What follows belongs to an exercise in optimizing a design on an open flow for small area, a short achievable clock period and few clock cycles; a production flow would make more cautious choices. At most, simulation tests tie the RTL to the original design; equivalence was not proved.

==> flow/design.v (excerpt) <==
module maxfinder(clk, rst, start, x1, x2, x3, x4, eps, done, result);
Settings: LEC_CHECK=0, CAP_MARGIN=20, CORE_MARGIN=2, CORE_UTILIZATION=40, SETUP_SLACK_MARGIN=2.4, SLEW_MARGIN=20, SYNTH_HIERARCHICAL=1, SYNTH_MINIMUM_KEEP_SIZE=0; clock period 9.0 ns.
standard.sh (not shown) runs the stock make flow with config.mk's settings and CLKGATE_MAP_FILE= SYNTH_SCRIPT=/design/flow/synth_recipe.tcl, a recipe that flattens the netlist after the stock synthesis.
==> flow/flow/run.sh <==
#!/bin/bash
export BUFFER_PORTS_ARGS="-buffer_cell sky130_fd_sc_hd__buf_2"
cp standard.sh standard_copy.sh.txt
bash standard.sh > standard.log 2>&1
Testbench counts at the start, summed over its fixed seeds: cycles 3,201.
Rerun with:
--- a/flow/design.v
+++ b/flow/design.v
@@ -633,25 +633,25 @@
 wire g12 = v1 > v2, e12 = v1 == v2;
 wire g34 = v3 > v4, e34 = v3 == v4;
 wire [3:0] w12 = g12 ? v1 : v2;
 wire [3:0] w34 = g34 ? v3 : v4;
 wire gf = w12 > w34, ef = w12 == w34;
 wire [3:0] vmax = gf ? w12 : w34;
 wire u1 = gf & g12;
 wire u2 = gf & !g12 & !e12;
 wire u3 = !gf & !ef & g34;
 wire u4 = !gf & !ef & !g34 & !e34;
 wire uniq = u1 | u2 | u3 | u4;
 wire [5:0] sv = v1 + v2 + v3 + v4;
-wire known = (eps[3] & eps[2] & eps[1]) | (eps[3] & (!uniq | ({vmax, 1'b0} > sv)));
+wire known = eps[3] & (!uniq | ({vmax, 1'b0} > sv));
 wire k1 = lx ? z1 : u1;
 wire k2 = lx ? z2 : u2;
 wire k3 = lx ? z3 : u3;
 wire k4 = lx ? z4 : u4;
 assign done = active & (ph2 | lx | known | lt2(z1, z2, z3, z4));
 assign result = ({5{k1}} & x1) | ({5{k2}} & x2) | ({5{k3}} & x3) | ({5{k4}} & x4);
 always @(posedge clk) begin
     v1 <= n1; v2 <= n2; v3 <= n3; v4 <= n4;
     lx <= !active & lt2(|a1, |a2, |a3, |a4);
     if (rst) begin
         active <= 1'b0;
         ph2 <= 1'b0;
Effect: Synthesized area shrinks slightly. Setup slack got worse by 77 ps. Routed wire length shrinks by a few percent. Via count shrinks by a few percent. Sequential share of layout area hardly moves.
Only the layout flow was run in the second run of this note; the RTL was not checked for function there.


Setup of alpha:
maxfinder, a different RTL version from the one above (not shown whole).
For scale: roughly 840 cells after synthesis, about 19 flip-flops.
export LEC_CHECK = 0
export CAP_MARGIN = 20
export CORE_MARGIN = 2
export CORE_UTILIZATION = 40
export SLEW_MARGIN = 20
create_clock -name core_clock -period 9.0 [get_ports {clk}]
Scripts as last shown in full above: flow/flow/run.sh
--- input diff alpha..beta ---
--- a/flow/design.v
+++ b/flow/design.v
@@ -1,23 +1,21 @@
 module maxfinder(clk, rst, start, x1, x2, x3, x4, eps, done, result);
 input clk, start, rst;
 input [4:0] x1, x2, x3, x4, eps;
-output done;
+output reg done;
 output [4:0] result;
-reg active;    
-reg ph2;       
-reg lx;        
+reg busy;
 reg [3:0] v1, v2, v3, v4;
-wire signed [4:0] a1 = active ? {1'b0, v1} : x1;
-wire signed [4:0] a2 = active ? {1'b0, v2} : x2;
-wire signed [4:0] a3 = active ? {1'b0, v3} : x3;
-wire signed [4:0] a4 = active ? {1'b0, v4} : x4;
+wire signed [4:0] a1 = busy ? {1'b0, v1} : x1;
+wire signed [4:0] a2 = busy ? {1'b0, v2} : x2;
+wire signed [4:0] a3 = busy ? {1'b0, v3} : x3;
+wire signed [4:0] a4 = busy ? {1'b0, v4} : x4;
 wire [3:0] n1, n2, n3, n4;
 wire signed [6:0] t1 = a2 + a3 + a4;
 wire p1_1;
 assign p1_1 = eps[0] & t1[0];
 wire p1_2;
 assign p1_2 = eps[0] & t1[1];
 wire p1_3;
 assign p1_3 = eps[0] & t1[2];
 wire p1_4;
 assign p1_4 = eps[0] & t1[3];
@@ -780,42 +778,24 @@
 wire s4_c376;
 assign s4_s375 = s4_c342 ^ s4_c356 ^ s4_s357;
 assign s4_c376 = (s4_c342 & s4_c356) | (s4_c342 & s4_s357) | (s4_c356 & s4_s357);
 wire [10:0] s4__r0 = {s4_c374, s4_c372, s4_c370, s4_c368, s4_c366, s4_c364, s4_c362, s4_c360, p4_297, p4_284, p4_283};
 wire [10:0] s4__r1 = {s4_s375, s4_s373, s4_s371, s4_s369, s4_s367, s4_s365, s4_s363, s4_s361, s4_s359, p4_290, 1'b0};
 wire [10:0] s4_ = s4__r0 + s4__r1;
 assign n4 = s4_[10] ? 4'd0 : s4_[6:3];
 function lt2(input f1, f2, f3, f4);
     lt2 = !((f1 & (f2 | f3 | f4)) | (f2 & (f3 | f4)) | (f3 & f4));
 endfunction
-wire z1 = |v1, z2 = |v2, z3 = |v3, z4 = |v4;
-wire g12 = v1 > v2, e12 = v1 == v2;
-wire g34 = v3 > v4, e34 = v3 == v4;
-wire [3:0] w12 = g12 ? v1 : v2;
-wire [3:0] w34 = g34 ? v3 : v4;
-wire gf = w12 > w34, ef = w12 == w34;
-wire [3:0] vmax = gf ? w12 : w34;
-wire u1 = gf & g12;
-wire u2 = gf & !g12 & !e12;
-wire u3 = !gf & !ef & g34;
-wire u4 = !gf & !ef & !g34 & !e34;
-wire uniq = u1 | u2 | u3 | u4;
-wire [5:0] sv = v1 + v2 + v3 + v4;
-wire known = eps[3] & (!uniq | ({vmax, 1'b0} > sv));
-wire k1 = lx ? z1 : u1;
-wire k2 = lx ? z2 : u2;
-wire k3 = lx ? z3 : u3;
-wire k4 = lx ? z4 : u4;
-assign done = active & (ph2 | lx | known | lt2(z1, z2, z3, z4));
-assign result = ({5{k1}} & x1) | ({5{k2}} & x2) | ({5{k3}} & x3) | ({5{k4}} & x4);
+wire last = lt2(|a1, |a2, |a3, |a4) | lt2(|n1, |n2, |n3, |n4);
+wire run = start | busy;
 always @(posedge clk) begin
     v1 <= n1; v2 <= n2; v3 <= n3; v4 <= n4;
-    lx <= !active & lt2(|a1, |a2, |a3, |a4);
     if (rst) begin
-        active <= 1'b0;
-        ph2 <= 1'b0;
+        busy <= 1'b0;
+        done <= 1'b0;
     end else begin
-        active <= active ? !done : start;
-        ph2 <= active & !done;
+        busy <= run & !last;
+        done <= run & last;
     end
 end
+assign result = ({5{|v1}} & x1) | ({5{|v2}} & x2) | ({5{|v3}} & x3) | ({5{|v4}} & x4);
 endmodule
### Flow results
Diff alpha -> beta | utilization | increase of 0.91 points
Compared with alpha, in beta sequential cell count went down, tap cell count saw a decrease, proportion of synthesized chip area in sequential cells now sits higher.
Of beta and alpha, it is beta that has the higher count of cells along the worst hold path.
Against alpha, beta comes in 1.7 points lower on adder and majority gate portion of the synthesized area.
Taking alpha as the reference, in beta post-route fraction of the period consumed by the critical path now sits higher.
Against alpha as the reference, beta delivers a lower final worst-path setup slack.
Comparing the two runs side by side, beta comes out ahead of alpha on area of the mapped netlist.
Cell area after layout sits lower in beta than in alpha.
Post-layout instance count excluding filler cells shrinks by a little under 10% when moving from alpha to beta.
Testbench counts of beta, summed over its fixed seeds: cycles 4,587.
Function not checked in alpha: the RTL went through the layout flow alone.


Another version of the RTL of maxfinder (not shown whole).
Size in the first run: ~810 cells after synthesis, about 34 I/O pins, roughly 6900 um2 of cells after synthesis.
// maxfinder
module maxfinder(clk, rst, start, x1, x2, x3, x4, eps, done, result);
Settings: LEC_CHECK=0, CAP_MARGIN=20, CORE_MARGIN=2, CORE_UTILIZATION=40, SLEW_MARGIN=20; clock period 9.0 ns.
Scripts as last shown in full above: flow/flow/run.sh
Testbench counts at the start, summed over its fixed seeds: cycles 3,431.
Rerun with:
--- a/flow/design.v
+++ b/flow/design.v
@@ -784,26 +784,27 @@
 wire [10:0] s4_ = s4__r0 + s4__r1;
 assign n4 = s4_[10] ? 4'd0 : s4_[6:3];
 function lt2(input f1, f2, f3, f4);
     lt2 = !((f1 & (f2 | f3 | f4)) | (f2 & (f3 | f4)) | (f3 & f4));
 endfunction
 function eq2(input f1, f2, f3, f4);
     eq2 = (f1 + f2 + f3 + f4) == 3'd2;
 endfunction
 wire z1 = |v1, z2 = |v2, z3 = |v3, z4 = |v4;
-wire g1 = (t1[6:4] == 3'd0) & (t1[3:0] < v1);
-wire g2 = (t2[6:4] == 3'd0) & (t2[3:0] < v2);
-wire g3 = (t3[6:4] == 3'd0) & (t3[3:0] < v3);
-wire g4 = (t4[6:4] == 3'd0) & (t4[3:0] < v4);
-wire q1 = (t1[6:4] == 3'd0) & (t1[3:0] == v1);
-wire q2 = (t2[6:4] == 3'd0) & (t2[3:0] == v2);
-wire q3 = (t3[6:4] == 3'd0) & (t3[3:0] == v3);
-wire q4 = (t4[6:4] == 3'd0) & (t4[3:0] == v4);
+wire [5:0] sv = v1 + v2 + v3 + v4;
+wire g1 = {v1, 1'b0} > sv;
+wire g2 = {v2, 1'b0} > sv;
+wire g3 = {v3, 1'b0} > sv;
+wire g4 = {v4, 1'b0} > sv;
+wire q1 = {v1, 1'b0} == sv;
+wire q2 = {v2, 1'b0} == sv;
+wire q3 = {v3, 1'b0} == sv;
+wire q4 = {v4, 1'b0} == sv;
 wire tie = eq2(z1, z2, z3, z4) & ((z1 & q1) | (z2 & q2) | (z3 & q3) | (z4 & q4));
 wire short = eps[3] & (g1 | g2 | g3 | g4 | tie);
 wire k1 = lx ? z1 : g1;
 wire k2 = lx ? z2 : g2;
 wire k3 = lx ? z3 : g3;
 wire k4 = lx ? z4 : g4;
 assign done = active & (lx | short | lt2(z1, z2, z3, z4));
 assign result = ({5{k1}} & x1) | ({5{k2}} & x2) | ({5{k3}} & x3) | ({5{k4}} & x4);
 always @(posedge clk) begin
The new run completed with no timing, DRC or antenna violations.
Sequential share of layout area stays flat.
Final cell count shrinks slightly.
Critical path depth grows by 13.
First-iteration DRC count shrinks by roughly a tenth.
Design area grows slightly.
Clock skew is about the same.
Function not checked in the second run of this note: the RTL went through the layout flow alone.

## separate check: timing with driven ports
In the flow no input, the clock included, has a driving cell. The finished layouts below were timed again as built, in two steps.
Step 1, drivers: a clkbuf_16 drives clk and a buf_2 each remaining input, both assumed.
Step 2 moves the port delays by t, midway between the first and last clock arrival at a register: inputs arrive t later, outputs are due t later. That takes back most of the time a late clock gives input paths.
Slacks: ideal / step 1 / step 2; pairs: ideal / step 1.
| run | shift t [ns] | setup WS [ns] | worst hold slack (ns) |
|---|---|---|---|
| the first run of note 1 | 0.295 | 2.600 / 2.612 / 2.317 | 0.591 / 0.591 / 0.591 |
| the second run of note 1 | 0.286 | 2.523 / 2.531 / 2.245 | 0.635 / 0.635 / 0.635 |
| alpha | 0.299 | 1.407 / 1.424 / 1.125 | 0.534 / 0.534 / 0.534 |
| beta | 0.284 | 1.203 / 1.212 / 0.928 | 0.988 / 0.988 / 0.988 |
| the first run of note 3 | 0.299 | 1.319 / 1.292 / 1.158 | 0.814 / 0.814 / 0.814 |
| the second run of note 3 | 0.289 | 1.745 / 1.759 / 1.470 | 0.754 / 0.754 / 0.754 |
After both steps every run listed still meets setup and hold. For the first run of note 1, which loses most, drivers alone change the setup slack by +0.012 ns; drivers and shift together by -0.283 ns.
